This is an optimization exercise on Yosys and OpenROAD, whose aim is small area and a short achievable clock period, not a production implementation. At most, simulation tests tie the RTL to the original design; equivalence was not proved. Power is estimated from default activity; no workload was simulated.

==> fjord: inputs <==
==> flow/design.v (excerpt) <==
module part4(
    input clk,
    input [127:0] a,
    input [127:0] b,
    input cin,
    output [127:0] s,
    output cout
);
==> module gpo, before the edit <==
module gpo (
    input  gn_hi, pn_hi, gn_lo, pn_lo,
    output g, p
);
    assign g = ~(gn_hi & (pn_hi | gn_lo));
    assign p = ~(pn_hi | pn_lo);
endmodule
==> module gpa, before the edit <==
module gpa (
    input  g_hi, p_hi, g_lo, p_lo,
    output gn, pn
);
    assign gn = ~(g_hi | (p_hi & g_lo));
    assign pn = ~(p_hi & p_lo);
endmodule
==> module go, before the edit <==
module go (
    input  gn_hi, pn_hi, gn_lo,
    output g
);
    assign g = ~(gn_hi & (pn_hi | gn_lo));
endmodule
==> module ga, before the edit <==
module ga (
    input  g_hi, p_hi, g_lo,
    output gn
);
    assign gn = ~(g_hi | (p_hi & g_lo));
endmodule
==> module ginv, before the edit <==
module ginv (
    input  x,
    output y
);
    assign y = ~x;
endmodule
==> module part3, before the edit <==
module part3 #(
    parameter L = 5
)(
    input  [(1<<L)-1:0] gn,
    input  [(1<<L)-1:0] pn,
    output [(1<<L)-1:0] c
);
    localparam N = 1 << L;
    wire [N-1:0] gg [0:L];
    wire [N-1:0] pp [0:L];
    assign gg[0] = gn;
    assign pp[0] = pn;
    genvar l, j;
    generate
        for (l = 0; l < L; l = l + 1) begin : lv
            for (j = 0; j < N; j = j + 1) begin : nd
                if (j < (1 << l)) begin : pass
                    ginv u (.x(gg[l][j]), .y(gg[l+1][j]));
                    assign pp[l+1][j] = 1'b0;
                end else if (j < (2 << l)) begin : fin
                    if (l % 2 == 0) begin : o
                        go u (.gn_hi(gg[l][j]), .pn_hi(pp[l][j]), .gn_lo(gg[l][j-(1<<l)]), .g(gg[l+1][j]));
                    end else begin : a
                        ga u (.g_hi(gg[l][j]), .p_hi(pp[l][j]), .g_lo(gg[l][j-(1<<l)]), .gn(gg[l+1][j]));
                    end
                    assign pp[l+1][j] = 1'b0;
                end else begin : mid
                    if (l % 2 == 0) begin : o
                        gpo u (.gn_hi(gg[l][j]), .pn_hi(pp[l][j]), .gn_lo(gg[l][j-(1<<l)]), .pn_lo(pp[l][j-(1<<l)]),
                               .g(gg[l+1][j]), .p(pp[l+1][j]));
                    end else begin : a
                        gpa u (.g_hi(gg[l][j]), .p_hi(pp[l][j]), .g_lo(gg[l][j-(1<<l)]), .p_lo(pp[l][j-(1<<l)]),
                               .gn(gg[l+1][j]), .pn(pp[l+1][j]));
                    end
                end
            end
        end
    endgenerate
    assign c = gg[L];
endmodule
==> module part4, before the edit <==
module part4(
    input clk,
    input [127:0] a,
    input [127:0] b,
    input cin,
    output [127:0] s,
    output cout
);
    localparam W = 4;
    localparam N = 128 / W;
    wire [128:0] c0;
    wire [127:0] d0s;
    wire [N-1:0] d0g;
    genvar k, i;
    generate
        for (k = 0; k < N; k = k + 1) begin : in_sl
            for (i = 0; i < W; i = i + 1) begin : fa
                localparam n = k*W + i;
                wire ci = (i == 0) ? ((k == 0) ? cin : 1'b0) : c0[n];
                assign d0s[n] = a[n] ^ b[n] ^ ci;
                assign c0[n+1] = (a[n] & b[n]) | (a[n] & ci) | (b[n] & ci);
            end
            assign d0g[k] = c0[k*W+W];
        end
    endgenerate
    reg [127:0] r0s;
    reg [N-1:0] r0gn;    
    always @(posedge clk) begin
        r0s <= d0s;
        r0gn <= ~d0g;
    end
    wire [N-1:0] pn;
    generate
        for (k = 0; k < N; k = k + 1) begin : pr
            assign pn[k] = ~&r0s[k*W +: W];
        end
    endgenerate
    wire [N-1:0] c1;
    part3 #(.L(5)) look (.gn(r0gn), .pn(pn), .c(c1));
    reg [127:0] r1s;
    reg [N:1] r1c;
    always @(posedge clk) begin
        r1s <= r0s;
        r1c <= c1;
    end
    wire [127:0] d2;
    assign d2[W-1:0] = r1s[W-1:0];
    generate
        for (k = 1; k < N; k = k + 1) begin : ic
            for (i = 0; i < W; i = i + 1) begin : bt
                if (i == 0) begin : b0
                    assign d2[k*W] = r1s[k*W] ^ r1c[k];
                end else begin : bn
                    assign d2[k*W+i] = r1s[k*W+i] ^ (r1c[k] & (&r1s[k*W +: i]));
                end
            end
        end
    endgenerate
    reg [128:0] r2, r3, r4, r5, r6, r7;
    always @(posedge clk) begin
        r2 <= {r1c[N], d2};
        r3 <= r2;
        r4 <= r3;
        r5 <= r4;
        r6 <= r5;
        r7 <= r6;
    end
    assign {cout, s} = r7;
endmodule
clock: 3.2 ns
lec_check: 0
cap_margin: 20
core_margin: 2
core_utilization: 60
cts_buf_list: sky130_fd_sc_hd__clkbuf_8 sky130_fd_sc_hd__clkbuf_16
cts_cluster_diameter: 60
cts_cluster_size: 20
place_density: 0.75
setup_slack_margin: 1.4
slew_margin: 20
synth_hierarchical: 1
synth_minimum_keep_size: 0
run.sh (not shown) runs the stock make flow with config.mk's settings and CLKGATE_MAP_FILE= SYNTH_SCRIPT=/design/flow/synth_recipe.tcl, a recipe that flattens the netlist after the stock synthesis.
==> inputs of sierra, as changes to fjord <==
==> flow/design.v (replaced) <==
`timescale 1ns / 1ps
module part3 #(
    parameter W = 4
)(
    input  [W-1:0] a,
    input  [W-1:0] b,
    input          cin,
    output [W:0]   s
);
    wire [W:0] c;
    assign c[0] = cin;
    genvar i;
    generate
        for (i = 0; i < W; i = i + 1) begin : fa
            assign s[i] = a[i] ^ b[i] ^ c[i];
            assign c[i+1] = (a[i] & b[i]) | (a[i] & c[i]) | (b[i] & c[i]);
        end
    endgenerate
    assign s[W] = c[W];
endmodule
module plook #(
    parameter N = 32
)(
    input  [N-1:0] g,
    input  [N-1:0] p,
    output [N:0]   c
);
    localparam L = $clog2(N);
    wire [N-1:0] gg [0:L];
    wire [N-1:0] pp [0:L];
    assign gg[0] = g;
    assign pp[0] = p;
    genvar l, j;
    generate
        for (l = 0; l < L; l = l + 1) begin : lv
            for (j = 0; j < N; j = j + 1) begin : nd
                if (j >= (1 << l)) begin : mg
                    assign gg[l+1][j] = gg[l][j] | (pp[l][j] & gg[l][j-(1<<l)]);
                    assign pp[l+1][j] = pp[l][j] & pp[l][j-(1<<l)];
                end else begin : cp
                    assign gg[l+1][j] = gg[l][j];
                    assign pp[l+1][j] = pp[l][j];
                end
            end
        end
    endgenerate
    assign c = {gg[L], 1'b0};
endmodule
module pinc #(
    parameter W = 4
)(
    input  [W-1:0] x,
    input          c,
    output [W-1:0] y
);
    genvar i;
    generate
        for (i = 0; i < W; i = i + 1) begin : bt
            if (i == 0) begin : b0
                assign y[i] = x[i] ^ c;
            end else begin : bn
                assign y[i] = x[i] ^ (c & (&x[i-1:0]));
            end
        end
    endgenerate
endmodule
`timescale 1ns / 1ps
module part4(
    input clk,
    input [127:0] a,
    input [127:0] b,
    input cin,
    output [127:0] s,
    output cout
);
    localparam W = 4;
    localparam N = 128 / W;
    wire [127:0] d0s;
    wire [N-1:0] d0g;
    genvar k;
    generate
        for (k = 0; k < N; k = k + 1) begin : in_sl
            part3 #(.W(W)) add (.a(a[k*W +: W]), .b(b[k*W +: W]),
                                .cin(k == 0 ? cin : 1'b0), .s({d0g[k], d0s[k*W +: W]}));
        end
    endgenerate
    reg [127:0] r0s;
    reg [N-1:0] r0g;
    always @(posedge clk) begin
        r0s <= d0s;
        r0g <= ~d0g;
    end
    wire [N-1:0] p0;
    generate
        for (k = 0; k < N; k = k + 1) begin : pr
            assign p0[k] = &r0s[k*W +: W];
        end
    endgenerate
    wire [N:0] c1;
    plook #(.N(N)) look (.g(~r0g), .p(p0), .c(c1));
    reg [127:0] r1s;
    reg [N:1] r1c;
    always @(posedge clk) begin
        r1s <= r0s;
        r1c <= c1[N:1];
    end
    wire [127:0] d2;
    assign d2[W-1:0] = r1s[W-1:0];
    generate
        for (k = 1; k < N; k = k + 1) begin : ic
            pinc #(.W(W)) inc (.x(r1s[k*W +: W]), .c(r1c[k]), .y(d2[k*W +: W]));
        end
    endgenerate
    reg [128:0] r2, r3, r4, r5, r6, r7;
    always @(posedge clk) begin
        r2 <= {r1c[N], d2};
        r3 <= r2;
        r4 <= r3;
        r5 <= r4;
        r6 <= r5;
        r7 <= r6;
    end
    assign {cout, s} = r7;
endmodule
Settings changed: CORE_UTILIZATION 60 to 40, CTS_BUF_LIST sky130_fd_sc_hd__clkbuf_8 sky130_fd_sc_hd__clkbuf_16 to unset, CTS_CLUSTER_DIAMETER 60 to unset, CTS_CLUSTER_SIZE 20 to unset, PLACE_DENSITY 0.75 to unset, SYNTH_HIERARCHICAL 1 to unset, SYNTH_MINIMUM_KEEP_SIZE 0 to unset.
==> inputs of garnet, as changes to fjord <==
==> flow/design.v (replaced) <==
`timescale 1ns / 1ps
module part3 #(
    parameter W = 4
)(
    input  [W-1:0] a,
    input  [W-1:0] b,
    input          cin,
    output [W:0]   s
);
    wire [W:0] c;
    assign c[0] = cin;
    genvar i;
    generate
        for (i = 0; i < W; i = i + 1) begin : fa
            assign s[i] = a[i] ^ b[i] ^ c[i];
            assign c[i+1] = (a[i] & b[i]) | (a[i] & c[i]) | (b[i] & c[i]);
        end
    endgenerate
    assign s[W] = c[W];
endmodule
module plook #(
    parameter N = 32
)(
    input  [N-1:0] g,
    input  [N-1:0] p,
    output [N:0]   c
);
    localparam L = $clog2(N);
    wire [N-1:0] gg [0:L];
    wire [N-1:0] pp [0:L];
    assign gg[0] = g;
    assign pp[0] = p;
    genvar l, j;
    generate
        for (l = 0; l < L; l = l + 1) begin : lv
            for (j = 0; j < N; j = j + 1) begin : nd
                if (j >= (1 << l)) begin : mg
                    assign gg[l+1][j] = gg[l][j] | (pp[l][j] & gg[l][j-(1<<l)]);
                    assign pp[l+1][j] = pp[l][j] & pp[l][j-(1<<l)];
                end else begin : cp
                    assign gg[l+1][j] = gg[l][j];
                    assign pp[l+1][j] = pp[l][j];
                end
            end
        end
    endgenerate
    assign c = {gg[L], 1'b0};
endmodule
module pinc #(
    parameter W = 4
)(
    input  [W-1:0] x,
    input          c,
    output [W-1:0] y
);
    genvar i;
    generate
        for (i = 0; i < W; i = i + 1) begin : bt
            if (i == 0) begin : b0
                assign y[i] = x[i] ^ c;
            end else begin : bn
                assign y[i] = x[i] ^ (c & (&x[i-1:0]));
            end
        end
    endgenerate
endmodule
`timescale 1ns / 1ps
module part4(
    input clk,
    input [127:0] a,
    input [127:0] b,
    input cin,
    output [127:0] s,
    output cout
);
    localparam W = 4;
    localparam N = 128 / W;
    wire [127:0] d0s;
    wire [N-1:0] d0g;
    genvar k;
    generate
        for (k = 0; k < N; k = k + 1) begin : in_sl
            part3 #(.W(W)) add (.a(a[k*W +: W]), .b(b[k*W +: W]),
                                .cin(k == 0 ? cin : 1'b0), .s({d0g[k], d0s[k*W +: W]}));
        end
    endgenerate
    reg [127:0] r0s;
    reg [N-1:0] r0g;
    always @(posedge clk) begin
        r0s <= d0s;
        r0g <= ~d0g;
    end
    wire [N-1:0] p0;
    generate
        for (k = 0; k < N; k = k + 1) begin : pr
            assign p0[k] = &r0s[k*W +: W];
        end
    endgenerate
    wire [N:0] c1;
    plook #(.N(N)) look (.g(~r0g), .p(p0), .c(c1));
    reg [127:0] r1s;
    reg [N:1] r1c;
    always @(posedge clk) begin
        r1s <= r0s;
        r1c <= c1[N:1];
    end
    wire [127:0] d2;
    assign d2[W-1:0] = r1s[W-1:0];
    generate
        for (k = 1; k < N; k = k + 1) begin : ic
            pinc #(.W(W)) inc (.x(r1s[k*W +: W]), .c(r1c[k]), .y(d2[k*W +: W]));
        end
    endgenerate
    reg [128:0] r2, r3, r4, r5, r6, r7;
    always @(posedge clk) begin
        r2 <= {r1c[N], d2};
        r3 <= r2;
        r4 <= r3;
        r5 <= r4;
        r6 <= r5;
        r7 <= r6;
    end
    assign {cout, s} = r7;
endmodule
Settings changed: SYNTH_HIERARCHICAL 1 to unset, SYNTH_MINIMUM_KEEP_SIZE 0 to unset.
==> results.txt <==
- The flow ran to the end and the layout has no timing, DRC or antenna violations.
- The met3 usage in global routing is 0.0465.
- Clock buffers in the final layout number 63.
- The overall power consumption is between 20 and 30 mW.
- Once layout is done, the placed cells without fillers occupy around 0.033 sq mm.
- The proportion of power drawn by flip-flops and latches is 0.649.
- The met1 track demand over resource in global routing is 0.212.
[end of results for garnet]
==> results.txt <==
- The met3 usage in global routing is 0.0284.
- The die is between 200 and 300 um wide.
- The share of total power dissipated in sequential elements is 0.540.
- After detailed routing, the met2 layer carries between 20 and 25 mm of wire.
- The overall power consumption is ~33 mW.
- The flow ran to the end and the layout has no timing, DRC or antenna violations.
- Clock buffers in the final layout number 131.
- In the global route stage, met1 resource usage came out at 0.158.
[end of results for sierra]
==> results.txt <==
- The gate count after technology mapping is about 1700.
- The run finished with no timing, DRC or antenna violations.
- The share of post-route cells with drive strength above 1 is 0.219.
- Of the total power, registers draw 0.653.
- The overall power consumption is roughly 27 mW.
- The met3 usage in global routing is 0.0413.
- The total length of routed wires is roughly 46 mm.
- Of the total power, the share spent switching nets is 0.218.
- The starting utilization of the core area is 0.608.
- The finished cells cover between 0.03 and 0.04 sq mm.
- The kind of cell adding the most delay to the critical path is adder cells.
[end of results for fjord]
No functional check of the RTL was part of sierra and garnet.

==> re-timing with driven ports <==
How much do the figures lean on ideal ports? The routed layouts below were timed once more, with nothing changed but the port constraints.
Step 1 (the two cells are an assumption about what drives the block):
set clk [get_ports {clk}]
set_driving_cell -lib_cell sky130_fd_sc_hd__clkbuf_16 $clk
set_driving_cell -lib_cell sky130_fd_sc_hd__buf_2 [delete_from_list [all_inputs] $clk]
Step 2, shift: input delay + t, output delay - t, t = (earliest + latest rising clock arrival at the registers) / 2. This alone moves slack from input paths to output paths.
Three values: ideal, step 1, step 2; two values: the first two.
run	shift t [ns]	setup WS [ns]	hold slack, ns	worst setup path at the end	worst register clock-pin slew, ns
fjord	0.666	1.384 / 1.400 / 0.748	0.316 / 0.316 / 0.316	input to register	0.08 / 0.08
sierra	0.681	0.920 / 0.920 / 0.737	0.284 / 0.256 / 0.310	input to register	0.07 / 0.07
garnet	0.660	0.970 / 0.970 / 0.756	0.313 / 0.313 / 0.313	input to register	0.08 / 0.08
After both steps setup and hold are still met in every run listed. The setup slack of fjord, which loses most, moves by +0.016 ns with the drivers and by -0.636 ns with both steps.
